This design comes from an exercise in tuning for small area, a short achievable clock period and few clock cycles on the open sky130 flow, not from production work. At most, simulation tests tie the RTL to the original design; equivalence was not proved. Power and IR drop assume default switching activity.

pepper:
## mips_core
module mips_core (
    input         clk,
    input         rst,         
    output [31:0] imem_addr,
    input  [31:0] imem_data,
    output [31:0] dmem_addr,
    output [31:0] dmem_wdata,
    output        dmem_we,
    input  [31:0] dmem_rdata
);
reg  [29:0] pc;                  
reg         r1;                  
reg         v2;                  
reg  [31:0] a2, b2;              
reg  [15:0] imm2;
reg         fla2, faa2;          
reg         flb2, fab2;          
reg         fly2, fay2;          
reg         imm_sel2, sub2, and2, or2, slt2, sa2;
reg         wr2, ld2, st2;
reg         bx2;                 
reg         k2;                  
reg  [4:0]  rd2;
reg  [29:0] alt2;                
reg  [31:0] res3, sd3;
reg  [4:0]  rd3;
reg         wr3, ld3, st3;
reg  [31:0] rf [1:31];
wire [31:0] wbv = ld3 ? dmem_rdata : res3;
wire [31:1] wm;                  
generate
    for (k = 1; k < 32; k = k + 1) begin : w
        assign wm[k] = wr3 & (rd3 == k);
        always @(posedge clk)
            if (wm[k]) rf[k] <= wbv;
    end
endgenerate
assign dmem_addr  = res3;
  ...
For scale: about 4700 cells after synthesis, roughly 1200 flip-flops, ~160 I/O pins, about 0.057 mm^2 of cells after synthesis.
==> flow/config.mk <==
export PLATFORM = sky130hd
export DESIGN_NAME = mips_core
export DESIGN_NICKNAME = mips_core
export VERILOG_FILES = /design/flow/design.v
export SDC_FILE = /design/flow/constraint.sdc
export NUM_CORES = 4
export LEC_CHECK = 0
export ABC_CLOCK_PERIOD_IN_PS = 3000
export CAP_MARGIN = 20
export CORE_MARGIN = 2
export CORE_UTILIZATION = 55
export CTS_CLUSTER_DIAMETER = 60
export CTS_CLUSTER_SIZE = 30
export SLEW_MARGIN = 20
export SYNTH_HIERARCHICAL = 1
export SYNTH_MINIMUM_KEEP_SIZE = 0
==> flow/constraint.sdc <==
create_clock -name core_clock -period 10.0 [get_ports {clk}]
set_input_delay 2.0000 -clock core_clock [delete_from_list [all_inputs] [get_ports {clk}]]
set_output_delay 2.0000 -clock core_clock [all_outputs]
set_load 0.01 [all_outputs]
standard.sh (not shown) runs the stock make flow with config.mk's settings and CLKGATE_MAP_FILE= SYNTH_SCRIPT=/design/flow/synth_recipe.tcl, a recipe that flattens the netlist after the stock synthesis.
==> flow/flow/run.sh <==
#!/bin/bash
set -eo pipefail
mapfile -t extra < <(grep -v '^#' flow/extra_vars | grep -v '^\s*$')
bash standard.sh "${extra[@]}" finish > flow_standard.log 2>&1
==> flow/flow/extra_vars <==
SETUP_SLACK_MARGIN=6.6
TNS_END_PERCENT=10
BUFFER_PORTS_ARGS=-buffer_cell sky130_fd_sc_hd__buf_4
## Diff of input files: raven against pepper
--- a/flow/design.v
+++ b/flow/design.v
@@ -28,58 +28,14 @@
         end
         g_nor2  u0 (.a(o[0]), .b(o[1]), .y(z[0]));
         g_nor2  u1 (.a(o[2]), .b(o[3]), .y(z[1]));
         g_nand2 u2 (.a(z[0]), .b(z[1]), .y(y[j]));
     end
 endgenerate
 endmodule
-module g_nand3 (input a, input b, input c, output y); assign y = ~(a & b & c); endmodule
-module g_nor3  (input a, input b, input c, output y); assign y = ~(a | b | c); endmodule
-module rdec (
-    input  [4:0]  r,
-    input  [31:1] m,
-    output [31:1] sel
-);
-wire [4:0] rn;
-wire [3:0] pan;
-wire [7:0] pbn;
-genvar k;
-generate
-    for (k = 0; k < 5; k = k + 1) begin : iv
-        g_inv u (.a(r[k]), .y(rn[k]));
-    end
-    for (k = 0; k < 4; k = k + 1) begin : pa
-        g_nand2 u (.a(k[1] ? r[1] : rn[1]), .b(k[0] ? r[0] : rn[0]), .y(pan[k]));
-    end
-    for (k = 0; k < 8; k = k + 1) begin : pb
-        g_nand3 u (.a(k[2] ? r[4] : rn[4]), .b(k[1] ? r[3] : rn[3]), .c(k[0] ? r[2] : rn[2]), .y(pbn[k]));
-    end
-    for (k = 1; k < 32; k = k + 1) begin : s
-        g_nor3 u (.a(pan[k % 4]), .b(pbn[k / 4]), .c(m[k]), .y(sel[k]));
-    end
-endgenerate
-endmodule
-module eq5w (
-    input  [4:0] a,
-    input  [4:0] b,
-    input        w,
-    output       y
-);
-wire [4:0] e;
-wire [1:0] n;
-genvar k;
-generate
-    for (k = 0; k < 5; k = k + 1) begin : x
-        g_xnor2 u (.a(a[k]), .b(b[k]), .y(e[k]));
-    end
-endgenerate
-g_nand3 u0 (.a(e[0]), .b(e[1]), .c(e[2]), .y(n[0]));
-g_nand3 u1 (.a(e[3]), .b(e[4]), .c(w), .y(n[1]));
-g_nor2  u2 (.a(n[0]), .b(n[1]), .y(y));
-endmodule
 module g_nand2 (input a, input b, output y); assign y = ~(a & b); endmodule
 module g_nor2  (input a, input b, output y); assign y = ~(a | b); endmodule
 module g_and2  (input a, input b, output y); assign y = a & b; endmodule
 module g_or2   (input a, input b, output y); assign y = a | b; endmodule
 module g_xor2  (input a, input b, output y); assign y = a ^ b; endmodule
 module g_inv   (input a, output y); assign y = ~a; endmodule
 module g_a21oi (input a1, input a2, input b1, output y); assign y = ~((a1 & a2) | b1); endmodule
@@ -287,19 +243,22 @@
 generate
     for (k = 0; k < 14; k = k + 1) begin : bh
         g_mux2 u (.a(hc0[k]), .b(hc1[k]), .s(c16), .y(btgt[16 + k]));
     end
 endgenerate
 wire [29:0] jtgt = {pc1[29:26], ins[25:0]};
 wire [31:1] sa, sb;
-rdec u_da (.r(rs), .m(wm), .sel(sa));
-rdec u_db (.r(rt), .m(wm), .sel(sb));
-wire        bya, byb;
-eq5w u_ea (.a(rs), .b(rd3), .w(wr3), .y(bya));
-eq5w u_eb (.a(rt), .b(rd3), .w(wr3), .y(byb));
+generate
+    for (k = 1; k < 32; k = k + 1) begin : s
+        assign sa[k] = (rs == k) & ~wm[k];
+        assign sb[k] = (rt == k) & ~wm[k];
+    end
+endgenerate
+wire        bya = wr3 & (rd3 == rs);
+wire        byb = wr3 & (rd3 == rt);
 wire [32*32-1:0] rfq;
 generate
     assign rfq[31:0] = 32'd0;
     for (k = 1; k < 32; k = k + 1) begin : q
         assign rfq[32*k +: 32] = rf[k];
     end
 endgenerate
## What came out
- Post-route clock period utilization on raven is up relative to pepper.
- Pin slew with the least headroom to its limit: raven vs pepper down 0.28 ns
- Launch point of the critical path: imem_data[17] -> raven, imem_data[20] -> pepper
- [compare] base=pepper new=raven: total power now sits lower; synthesis-to-finish area growth now sits lower; wire length reported by the detailed router now sits higher.
- Slowest library cell on the worst path = sky130_fd_sc_hd__nand3_1: pepper; slowest library cell on the worst path = sky130_fd_sc_hd__nor4_1: raven
- NOTE: first-pass iteration count of the detailed router in raven exceeds that of pepper
- Compared to pepper, raven shows a narrower setup margin.
No run of this note included a check of the RTL's function; only the layout flow was run.

Another version of the RTL of mips_core (not shown whole).
For scale: ~160 I/O pins.
==> module g_mux2, before the edit <==
module g_mux2  (input a, input b, input s, output y); assign y = s ? b : a; endmodule
==> module mips_core, before the edit <==
module mips_core (
    input         clk,
    input         rst,         
    output [31:0] imem_addr,
    input  [31:0] imem_data,
    output [31:0] dmem_addr,
    output [31:0] dmem_wdata,
    output        dmem_we,
    input  [31:0] dmem_rdata
);
reg  [29:0] pc;                  
reg         r1;                  
reg         v2;                  
reg  [31:0] a2, b2;              
reg  [15:0] imm2;
reg         fla2, faa2;          
reg         flb2, fab2;          
reg         fly2, fay2;          
reg         imm_sel2, sub2, and2, or2, slt2, sa2;
reg         wr2, ld2, st2;
reg         bx2;                 
reg         k2;                  
reg  [4:0]  rd2;
reg  [29:0] alt2;                
reg  [31:0] res3, sd3;
reg  [4:0]  rd3;
reg         wr3, ld3, st3;
reg  [31:0] rf [1:31];
wire [31:0] wbv = ld3 ? dmem_rdata : res3;
wire [31:1] wm;                  
generate
    for (k = 1; k < 32; k = k + 1) begin : w
        assign wm[k] = wr3 & (rd3 == k);
        always @(posedge clk)
            if (wm[k]) rf[k] <= wbv;
    end
endgenerate
assign dmem_addr  = res3;
assign dmem_wdata = sd3;
assign dmem_we    = st3;
wire [31:0] A = fla2 ? dmem_rdata : faa2 ? res3 : a2;
wire [31:0] B = flb2 ? dmem_rdata : fab2 ? res3 : b2;
wire [31:0] Y = fly2 ? dmem_rdata : fay2 ? res3 :
                imm_sel2 ? {{16{imm2[15]}}, imm2} : b2;
wire [31:0] sum;
wire        cout;
ks_add #(32) u_add (.x(A), .y(Y ^ {32{sub2}}), .ci(sub2), .s(sum), .co(cout));
wire [31:0] lg = ({32{and2}} & A & Y) | ({32{or2}} & (A | Y)) |
                 {31'd0, slt2 & ~cout};
wire [31:0] res;
genvar k;
generate
    for (k = 0; k < 32; k = k + 1) begin : rs_
        g_a21o u (.a1(sa2), .a2(sum[k]), .b1(lg[k]), .y(res[k]));
    end
endgenerate
wire        ne;
ne32 u_ne (.a(A), .b(B), .ne(ne));
wire        misp = bx2 & (ne ^ k2);
always @(posedge clk) begin
    res3 <= res;
    sd3  <= B;
    rd3  <= rd2;
    ld3  <= ld2;
    wr3  <= ~rst & v2 & wr2;
    st3  <= ~rst & v2 & st2;
end
wire [31:0] ins = imem_data;
wire [5:0]  op  = ins[31:26];
wire [4:0]  rs  = ins[25:21];
wire [4:0]  rt  = ins[20:16];
wire [5:0]  fn  = ins[5:0];
wire        off0    = (ins[15:0] == 16'd0);    
wire        is_r    = (op == 6'b000000);
wire        is_addi = (op == 6'b001000);
wire        is_andi = (op == 6'b001100);
wire        is_lw   = (op == 6'b100011);
wire        is_sw   = (op == 6'b101011);
wire        is_beq  = (op == 6'b000100) & ~off0;
wire        is_bne  = (op == 6'b000101) & ~off0;
wire        is_j    = (op == 6'b000010);
wire        f_add = (fn == 6'b100000);
wire        f_sub = (fn == 6'b100010);
wire        f_or  = (fn == 6'b100101);
wire        f_slt = (fn == 6'b101010);
wire [4:0]  dst = is_r ? ins[15:11] : rt;
wire        wr  = (is_r | is_addi | is_andi | is_lw) & (dst != 5'd0);
wire        same = (rs == rt);
wire        beq_o   = (op == 6'b000100);
wire        bne_o   = (op == 6'b000101);
wire        pred = (beq_o & (same | ins[15])) | (bne_o & ~same);
wire [29:0] pc1  = pc + 30'd1;
wire [29:0] btgt;
wire        btgt_co;
ks_add #(30) u_btgt (.x(pc), .y({{14{ins[15]}}, ins[15:0]}), .ci(1'b1), .s(btgt), .co(btgt_co));
wire [29:0] jtgt = {pc1[29:26], ins[25:0]};
wire [31:1] sa, sb;
rdec u_da (.r(rs), .m(wm), .sel(sa));
rdec u_db (.r(rt), .m(wm), .sel(sb));
wire        bya, byb;
eq5w u_ea (.a(rs), .b(rd3), .w(wr3), .y(bya));
eq5w u_eb (.a(rt), .b(rd3), .w(wr3), .y(byb));
wire [32*32-1:0] rfq;
generate
    assign rfq[31:0] = 32'd0;
    for (k = 1; k < 32; k = k + 1) begin : q
        assign rfq[32*k +: 32] = rf[k];
    end
endgenerate
wire [31:0] ra, rb;
rf_read u_ra (.sel(sa), .byp(bya), .bv(wbv), .q(rfq), .y(ra));
rf_read u_rb (.sel(sb), .byp(byb), .bv(wbv), .q(rfq), .y(rb));
wire        hit_rs = v2 & wr2 & (rd2 == rs);
wire        hit_rt = v2 & wr2 & (rd2 == rt);
wire        v_next = ~rst & ~r1 & ~misp;
wire [29:0] pc_f  = is_j ? jtgt : pred ? btgt : pc1;
wire [29:0] pc_eq = rst ? 30'h3FFFFFFF : r1 ? 30'd0 : (bx2 & k2)  ? alt2 : pc_f;
wire [29:0] pc_ne = rst ? 30'h3FFFFFFF : r1 ? 30'd0 : (bx2 & ~k2) ? alt2 : pc_f;
wire [29:0] pc_n;
generate
    for (k = 0; k < 30; k = k + 1) begin : pm
        g_mux2 u (.a(pc_eq[k]), .b(pc_ne[k]), .s(ne), .y(pc_n[k]));
    end
endgenerate
always @(posedge clk) begin
    r1 <= rst;
    pc <= pc_n;
    v2       <= v_next;
    a2       <= ra;
    b2       <= rb;
    imm2     <= ins[15:0];
    fla2     <= hit_rs & ld2;
    faa2     <= hit_rs & ~ld2;
    flb2     <= hit_rt & ld2;
    fab2     <= hit_rt & ~ld2;
    fly2     <= hit_rt & ld2 & is_r;
    fay2     <= hit_rt & ~ld2 & is_r;
    imm_sel2 <= ~is_r;
    sa2      <= (~is_r & ~is_andi) | (is_r & (f_add | f_sub));
    sub2     <= is_r & (f_sub | f_slt);
    slt2     <= is_r & f_slt;
    or2      <= is_r & f_or;
    and2     <= is_andi | (is_r & ~f_add & ~f_sub & ~f_or & ~f_slt);
    wr2      <= wr;
    rd2      <= dst;
    ld2      <= is_lw;
    st2      <= is_sw;
    bx2      <= v_next & (is_beq | is_bne);
    k2       <= beq_o ^ pred;
    alt2     <= pred ? pc1 : btgt;
end
assign imem_addr = {pc, 2'b00};
endmodule
==> flow/config.mk <==
export PLATFORM = sky130hd
export DESIGN_NAME = mips_core
export DESIGN_NICKNAME = mips_core
export VERILOG_FILES = /design/flow/design.v
export SDC_FILE = /design/flow/constraint.sdc
export NUM_CORES = 4
export LEC_CHECK = 0
export ABC_CLOCK_PERIOD_IN_PS = 3000
export CAP_MARGIN = 20
export CORE_MARGIN = 2
export CORE_UTILIZATION = 55
export CTS_CLUSTER_DIAMETER = 80
export CTS_CLUSTER_SIZE = 25
export SLEW_MARGIN = 20
export SYNTH_HIERARCHICAL = 1
export SYNTH_MINIMUM_KEEP_SIZE = 0
==> flow/constraint.sdc <==
create_clock -name core_clock -period 10.0 [get_ports {clk}]
set_input_delay 2.0000 -clock core_clock [delete_from_list [all_inputs] [get_ports {clk}]]
set_output_delay 2.0000 -clock core_clock [all_outputs]
set_load 0.01 [all_outputs]
Scripts as last shown in full above: flow/flow/run.sh, flow/flow/extra_vars
Testbench counts at the start, summed over its fixed seeds: cycles 35,934.
==> next run, changes <==
--- a/flow/design.v
+++ b/flow/design.v
@@ -147,9 +147,8 @@
 assign co = gv[5][W-1];
 endmodule
 module g_nand4 (input a, input b, input c, input d, output y); assign y = ~(a & b & c & d); endmodule
 module g_xnor2 (input a, input b, output y); assign y = ~(a ^ b); endmodule
-module g_mux2  (input a, input b, input s, output y); assign y = s ? b : a; endmodule
 module g_a21o  (input a1, input a2, input b1, output y); assign y = (a1 & a2) | b1; endmodule
 module ne32 (
     input  [31:0] a,
     input  [31:0] b,
@@ -286,20 +285,22 @@
 rf_read u_rb (.sel(sb), .byp(byb), .bv(wbv), .q(rfq), .y(rb));
 wire        hit_rs = v2 & wr2 & (rd2 == rs);
 wire        hit_rt = v2 & wr2 & (rd2 == rt);
 wire        v_next = ~rst & ~r1 & ~misp;
-wire [29:0] pc_f  = is_j ? jtgt : pred ? btgt : pc1;
-wire [29:0] pc_eq = rst ? 30'h3FFFFFFF : r1 ? 30'd0 : (bx2 & k2)  ? alt2 : pc_f;
-wire [29:0] pc_ne = rst ? 30'h3FFFFFFF : r1 ? 30'd0 : (bx2 & ~k2) ? alt2 : pc_f;
-wire [29:0] pc_n;
-generate
-    for (k = 0; k < 30; k = k + 1) begin : pm
-        g_mux2 u (.a(pc_eq[k]), .b(pc_ne[k]), .s(ne), .y(pc_n[k]));
-    end
-endgenerate
 always @(posedge clk) begin
     r1 <= rst;
-    pc <= pc_n;
+    if (rst)
+        pc <= 30'h3FFFFFFF;
+    else if (r1)
+        pc <= 30'd0;
+    else if (misp)
+        pc <= alt2;
+    else if (is_j)
+        pc <= jtgt;
+    else if (pred)
+        pc <= btgt;
+    else
+        pc <= pc1;
     v2       <= v_next;
     a2       <= ra;
     b2       <= rb;
     imm2     <= ins[15:0];
What happened: Cell area went down by 1.7%. Cell count goes down by 1.9%. Combinational power went down by about 2%. Routed wire length is about the same. Register-to-register slack gains 0.04 ns.
Testbench counts after the change, summed over its fixed seeds: cycles 35,934.

## what the ideal ports hide
How much do the figures lean on ideal ports? The routed layouts below were timed once more, with nothing changed but the port constraints. Step 1, drivers: a clkbuf_16 drives clk and a buf_2 each remaining input, both assumed. Step 2 moves the port delays by t, midway between the first and last clock arrival at a register: inputs arrive t later, outputs are due t later. That takes back most of the time a late clock gives input paths. a / b / c = ideal / step 1 / step 2; a / b = the first two.
run	t, ns	slack for setup (ns)	worst setup path after step 2	cell pins on the clock port's net
pepper	0.799	6.189 / 6.238 / 5.439	input to register	1
raven	0.786	6.087 / 6.103 / 5.356	input to register	1
the first run of note 2	0.801	6.300 / 6.230 / 5.546	input to register	1
the second run of note 2	0.802	6.395 / 6.381 / 5.640	input to register	1
After both steps every run listed still meets setup and hold. For the second run of note 2, which loses most, drivers alone change the setup slack by -0.014 ns; drivers and shift together by -0.755 ns.
